From an optimization exercise on the open Yosys and OpenROAD flow, aimed at small area and a short achievable clock period; shortcuts taken in it are not production practice.
Where RTL was checked, it was by simulation tests only, not by an equivalence proof against the original.
Only the layout flow was run in run 1; the RTL was not checked for function there.
Power and IR drop assume default switching activity.

==> flow/design.v (outline; a module is shown in full before it is edited, if it fits) <==
// module TPU_optimized: 2360 lines
module TPU_optimized #(
    parameter DEPTH     = 4,
    parameter BIT_WIDTH = 8,
    parameter ACC_WIDTH = 24
)
(
    input clk,
    input control,
    input [(BIT_WIDTH*DEPTH)-1:0] data_arr,
    input [(BIT_WIDTH*DEPTH)-1:0] wt_arr,
    output [(ACC_WIDTH*DEPTH)-1:0] acc_out
);
  // ...
==> flow/run.sh <==
#!/bin/bash
# synth_recipe.tcl (not shown) runs the flow's synth.tcl, then flattens the netlist and writes it again
# the make line also repeats each setting of config.mk as NAME=value (left out here)
make -C /OpenROAD-flow-scripts/flow DESIGN_CONFIG=/design/flow/config.mk WORK_HOME=/design/flow/orfs CLKGATE_MAP_FILE= SYNTH_SCRIPT=/design/flow/synth_recipe.tcl finish
==> flow/config.mk <==
export PLATFORM = sky130hd
export DESIGN_NAME = TPU_optimized
export DESIGN_NICKNAME = TPU_optimized
export VERILOG_FILES = /design/flow/design.v
export SDC_FILE = /design/flow/constraint.sdc
export NUM_CORES = 4
export LEC_CHECK = 0
export CAP_MARGIN = 20
export CORE_MARGIN = 2
export CORE_UTILIZATION = 40
export SETUP_SLACK_MARGIN = 4.3
export SLEW_MARGIN = 20
==> flow/constraint.sdc <==
create_clock -name core_clock -period 7.5 [get_ports {clk}]
set_input_delay 1.5000 -clock core_clock [delete_from_list [all_inputs] [get_ports {clk}]]
set_output_delay 1.5000 -clock core_clock [all_outputs]
set_load 0.01 [all_outputs]
==> results.sh, run 1 <==
export IMPL_status="no timing/DRC/antenna violations"
export IMPL_grt_pass1_wl_mm=188.1
export IMPL_n_antenna_cell=9
export IMPL_die_w_um=337.7
export IMPL_dpl_instance_area_um2=47290
export IMPL_routed_wl_mm=119.7
export IMPL_synth_mux_area_fraction=0.0004494
export IMPL_cts_resized=163
export IMPL_tns_ps=0
export IMPL_grt_busiest_layer="met2"
export IMPL_ys_types=66
export IMPL_synth_xor_area_frac=0.01514
export IMPL_multi_input_area_um2=26050
export IMPL_crit_arrival_ps=3990
export IMPL_grt_pass1_vias=32870
export IMPL_cts_setup_buffers=30
export IMPL_met2_length_mm=58.22
export IMPL_yosysWarnings=1
export IMPL_critPathLaunchType="flop"
export IMPL_final_seq_area_um2=14520
export IMPL_postSynthAreaPerCell_um2=10.32
export IMPL_rr_worst_depth=12
export IMPL_cp_required_ps=8070
export IMPL_max_slew_worst_pin_slew_ps=1150
export IMPL_drt_pass1_iter_count=12
export IMPL_met3_usage=0.04170
export IMPL_yosysMostFrequentCell="inv_1"
export IMPL_rrSetupSlack_ps=4080
export IMPL_num_vias=30940
export IMPL_drive_gt1_frac=0.1159
export IMPL_grtUsageTotal=0.2123
export IMPL_power_frac_comb=0.528
export IMPL_synthSimpleGateAreaFrac=0.08606
export IMPL_met1_usage=0.2615
export IMPL_rsz0062_at_grt="true"
export IMPL_fillerInstances=10300
export IMPL_hold_class="flop to flop"
export IMPL_start_util=0.4031
export IMPL_nClkBuffers=114
export IMPL_dp_slack_ps=2807
==> run 2: changes to the inputs <==
--- a/flow/design.v
+++ b/flow/design.v
@@ -64,30 +64,30 @@
     reg [17:0] o3;
     wire [7:0] d0 = data_arr[7:0];
     wire [11:0] sel0_d = {control & d0[6] & d0[7], control & ~d0[6] & d0[7], control & d0[6] & ~d0[7], control & d0[4] & d0[5], control & ~d0[4] & d0[5], control & d0[4] & ~d0[5], control & d0[2] & d0[3], control & ~d0[2] & d0[3], control & d0[2] & ~d0[3], control & d0[0] & d0[1], control & ~d0[0] & d0[1], control & d0[0] & ~d0[1]};
     wire [7:0] d1 = data_arr[15:8];
     wire [11:0] sel1_d = {control & d1[6] & d1[7], control & ~d1[6] & d1[7], control & d1[6] & ~d1[7], control & d1[4] & d1[5], control & ~d1[4] & d1[5], control & d1[4] & ~d1[5], control & d1[2] & d1[3], control & ~d1[2] & d1[3], control & d1[2] & ~d1[3], control & d1[0] & d1[1], control & ~d1[0] & d1[1], control & d1[0] & ~d1[1]};
     wire [7:0] d2 = data_arr[23:16];
     wire [11:0] sel2_d = {control & d2[6] & d2[7], control & ~d2[6] & d2[7], control & d2[6] & ~d2[7], control & d2[4] & d2[5], control & ~d2[4] & d2[5], control & d2[4] & ~d2[5], control & d2[2] & d2[3], control & ~d2[2] & d2[3], control & d2[2] & ~d2[3], control & d2[0] & d2[1], control & ~d2[0] & d2[1], control & d2[0] & ~d2[1]};
     wire [7:0] w0 = wt_arr[7:0];
-    wire [9:0] w3_0 = {2'b00, w0} + {1'b0, w0, 1'b0};
     wire [7:0] wr0_d = w0;
+    wire [9:0] w3_0 = {2'b00, w0} + {1'b0, w0, 1'b0};
     wire [9:0] w3r0_d = w3_0;
     wire [7:0] w1 = wt_arr[15:8];
-    wire [9:0] w3_1 = {2'b00, w1} + {1'b0, w1, 1'b0};
     wire [7:0] wr1_d = w1;
+    wire [9:0] w3_1 = {2'b00, w1} + {1'b0, w1, 1'b0};
     wire [9:0] w3r1_d = w3_1;
     wire [7:0] w2 = wt_arr[23:16];
-    wire [9:0] w3_2 = {2'b00, w2} + {1'b0, w2, 1'b0};
     wire [7:0] wr2_d = w2;
+    wire [9:0] w3_2 = {2'b00, w2} + {1'b0, w2, 1'b0};
     wire [9:0] w3r2_d = w3_2;
     wire [7:0] w3 = wt_arr[31:24];
-    wire [9:0] w3_3 = {2'b00, w3} + {1'b0, w3, 1'b0};
     wire [7:0] wr3_d = w3;
+    wire [9:0] w3_3 = {2'b00, w3} + {1'b0, w3, 1'b0};
     wire [9:0] w3r3_d = w3_3;
     wire [7:0] d3g = data_arr[31:24];
     wire pp1 = d3g[0] & w0[0];
     wire pp2 = d3g[0] & w0[1];
     wire pp3 = d3g[0] & w0[2];
     wire pp4 = d3g[0] & w0[3];
     wire pp5 = d3g[0] & w0[4];
     wire pp6 = d3g[0] & w0[5];
==> results.sh, run 2 <==
export IMPL_cts_path_max_buffers=3
export IMPL_ys_top_cells_by_area="dfxtp_1 (33%), fa_1 (27%), inv_1 (9.4%), a222oi_1 (7.5%), ha_1 (6.4%)"
export IMPL_cp_max_fo=3
export IMPL_cts_made_buffers=82
export IMPL_cts_sinks=724
export IMPL_antenna_found_initial=15
export IMPL_synth_compound_gate_area_share=0.1186
export IMPL_rsz0062_at_grt="true"
export IMPL_place_congestion=0.8003
export IMPL_drt_iter0_markers=3732
export IMPL_ir_drop_v=0.0002860
export IMPL_ys_types=66
export IMPL_yosysWarnings=1
export IMPL_avgRoutedWirePerCell_um=20.15
export IMPL_period_share=0.4559
export IMPL_cts_root_buf="clkbuf_16"
export IMPL_die_w_um=337.7
export IMPL_synth_xor_area_frac=0.01514
export IMPL_dieArea_um2=114100
export IMPL_yosys_area_top_type="dfxtp_1"
export IMPL_power_density_nw_per_um2=393.5
export IMPL_grt_pass1_vias=32870
export IMPL_utilization=0.4686
export IMPL_dominantRegCellSynth="dfxtp_1"
export IMPL_start_util=0.4031
export IMPL_ys_seq_elements=724
export IMPL_ctsHoldBuffers=0
export IMPL_status="no timing/DRC/antenna violations"
export IMPL_post_synth_top_area_fraction=0.3254
export IMPL_grtUsageTotal=0.2123
export IMPL_critPathLaunchType="flop"
export IMPL_multi_input_area_um2=26050
export IMPL_syn_area_um2=44550
export IMPL_io_buffers=137
export IMPL_ys_top_cells_by_count="inv_1 (1113), dfxtp_1 (724), fa_1 (600)"
export IMPL_num_vias=30940
export IMPL_rrSetupSlack_ps=4080
export IMPL_finalCriticalPeriod_ps=3419
export IMPL_htree_levels=3
export IMPL_finalHoldViolCount=0
export IMPL_drc=0
export IMPL_clock_latency_ps=650
export IMPL_mostFrequentLayoutCells="inv_1 (1085), dfxtp_1 (700), fa_1 (555)"
export IMPL_cp_required_ps=8070
export IMPL_fmax_ghz=0.2924
export IMPL_tns_ps=0
export IMPL_synthAdderAreaFrac=0.3337
export IMPL_seq_area_frac_synth=0.3254
export IMPL_relSlewSlack=0.2322
export IMPL_drive_gt1_frac=0.1159
export IMPL_max_slew_worst_pin_slew_ps=1150
export IMPL_grt_pass1_wl_mm=188.1
export IMPL_synthCells=4318
export IMPL_skew_ps=32.93
export IMPL_synthSimpleGateAreaFrac=0.08606
export IMPL_overflow=0
export IMPL_synth_edf_count=0
export IMPL_core_area_um2=110500
export IMPL_postSynthAreaPerCell_um2=10.32
export IMPL_final_common_cell="inv_1"
export IMPL_drv_cap=0
export IMPL_drt_pass1_iter_count=12
export IMPL_cts_tree="done"
export IMPL_die_y_um=337.7
export IMPL_async_flop_share=0
export IMPL_crit_type="flop to flop"
export IMPL_power_leakage_nw=24.91
export IMPL_nets=5270
export IMPL_cts_clk_slew_worst_paths_ps=70
export IMPL_synth_top_family_by_area="adder cells"
export IMPL_yosysMostFrequentCell="inv_1"
export IMPL_dp_hpwl_mm=74.68
export IMPL_finalWorstSetupSlack_ps=4081
export IMPL_drv_slew=0
export IMPL_grt_max_degree=112
export IMPL_io_pins=162
export IMPL_synth_mux_area_fraction=0.0004494
export IMPL_rows=122
export IMPL_finalSetupViolations=0
export IMPL_crit_arrival_ps=3990
export IMPL_syn_to_final_growth_pct=16.25
export IMPL_routed_wl_mm=119.7
export IMPL_ant_nets=0
export IMPL_dp_slack_ps=2807
export IMPL_hold_class="flop to flop"
export IMPL_viasPerCell=5.209
export IMPL_worstSetupEndpointType="flop"
export IMPL_fillerInstances=10300
export IMPL_final_seq_area_um2=14520
==> run 2: path summary, 6_finish.rpt <==
path | end | cells past startpoint | startpoint
max | o3[14] | 12 | p3_3_0[6]
min | s2_3_0[0] | 0 | s1_3_0[0]
max reg2reg | o3[14] | 12 | p3_3_0[6]
min reg2reg | s2_3_0[0] | 0 | s1_3_0[0]
==> run 2: area by class of cell <==
type	instances	area share
Multi-Input combinational cell	2210	0.5030
Sequential cell	724	0.2805
Inverter	1113	0.08067
Clock buffer	114	0.04743
Timing Repair Buffer	245	0.04315
Tap cell	1488	0.03595
Clock inverter	36	0.008915
Antenna cell	9	0.0004349
==> run 2: cell families after synthesis <==
group | count (synthesis)
AOI/OAI and AO/OA | 612
xor gates and xnor gates | 77
adders and majority gates | 828
buffers and inverters | 1407
DFF | 724
muxes | 2
other | 1
and+or+nand+nor | 667
==> run 2: power by group <==
group | internal, W | switching, W
sequential | 0.00481 | 0.000475
combinational | 0.00516 | 0.00561
clock | 0.00263 | 0.00169
==> run 2: timing repair <==
item	in CTS	in global routing
cloned	1	0
buffers inserted	30	18
endpoints found under the setup margin	99	55
resized for setup	163	146
pin swaps	65	100
==> run 2: worst max-delay path: stages (launching register included) <==
cell	delay, ps
dfxtp_2	320
inv_2	40
fa_2	390
fa_1	500
inv_2	40
fa_1	510
ha_4	220
a211oi_4	190
o211ai_2	150
a311oi_4	290
o31ai_4	120
or4b_1	460
nand3_1	110
==> run 2: metal layers <==
layer	track usage	up-vias	wire, µm
met2	0.3650	1307	58220
li1	-	13870	-
met5	0.001702	-	115
met4	0.08274	20	4053
met1	0.2615	15470	47090
met3	0.04170	265	10170
==> run 2: stage by stage <==
step | hold WS (ps) | std cells | area (µm²) | power, W
6_report | 313.8 | 5939 | 51790 | 0.02038
4_1_cts | 319.3 | 5912 | 51100 | 0.01944
5_1_grt | 329.1 | 5932 | 51770 | 0.02201
2_1_floorplan | 309.6 | 4341 | 44910 | 0.01129
3_5_place_dp | 312.1 | 5731 | 47290 | 0.01366
3_3_place_gp | 310.8 | 5731 | 47290 | 0.01354

-- re-timing with driven ports --
The results above use ideal ports. As a check the final layouts listed here were re-extracted and re-timed, cells and wires unchanged. Step 1, drivers: a clkbuf_16 drives clk and a buf_2 each remaining input, both assumed. Step 2, shift: input delay + t, output delay - t, t = (earliest + latest rising clock arrival at the registers) / 2. This alone moves slack from input paths to output paths. Slacks: ideal / step 1 / step 2; pairs: ideal / step 1.
run	shift t [ns]	setup WS [ns]	hold WS [ns]	worst setup path after step 2	pins driven straight from the clock port
run 1	0.705	4.081 / 4.081 / 3.684	0.314 / 0.314 / 0.314	input to register	1
run 2	0.705	4.081 / 4.081 / 3.684	0.314 / 0.314 / 0.314	input to register	1
After both steps setup and hold are still met in every run listed.
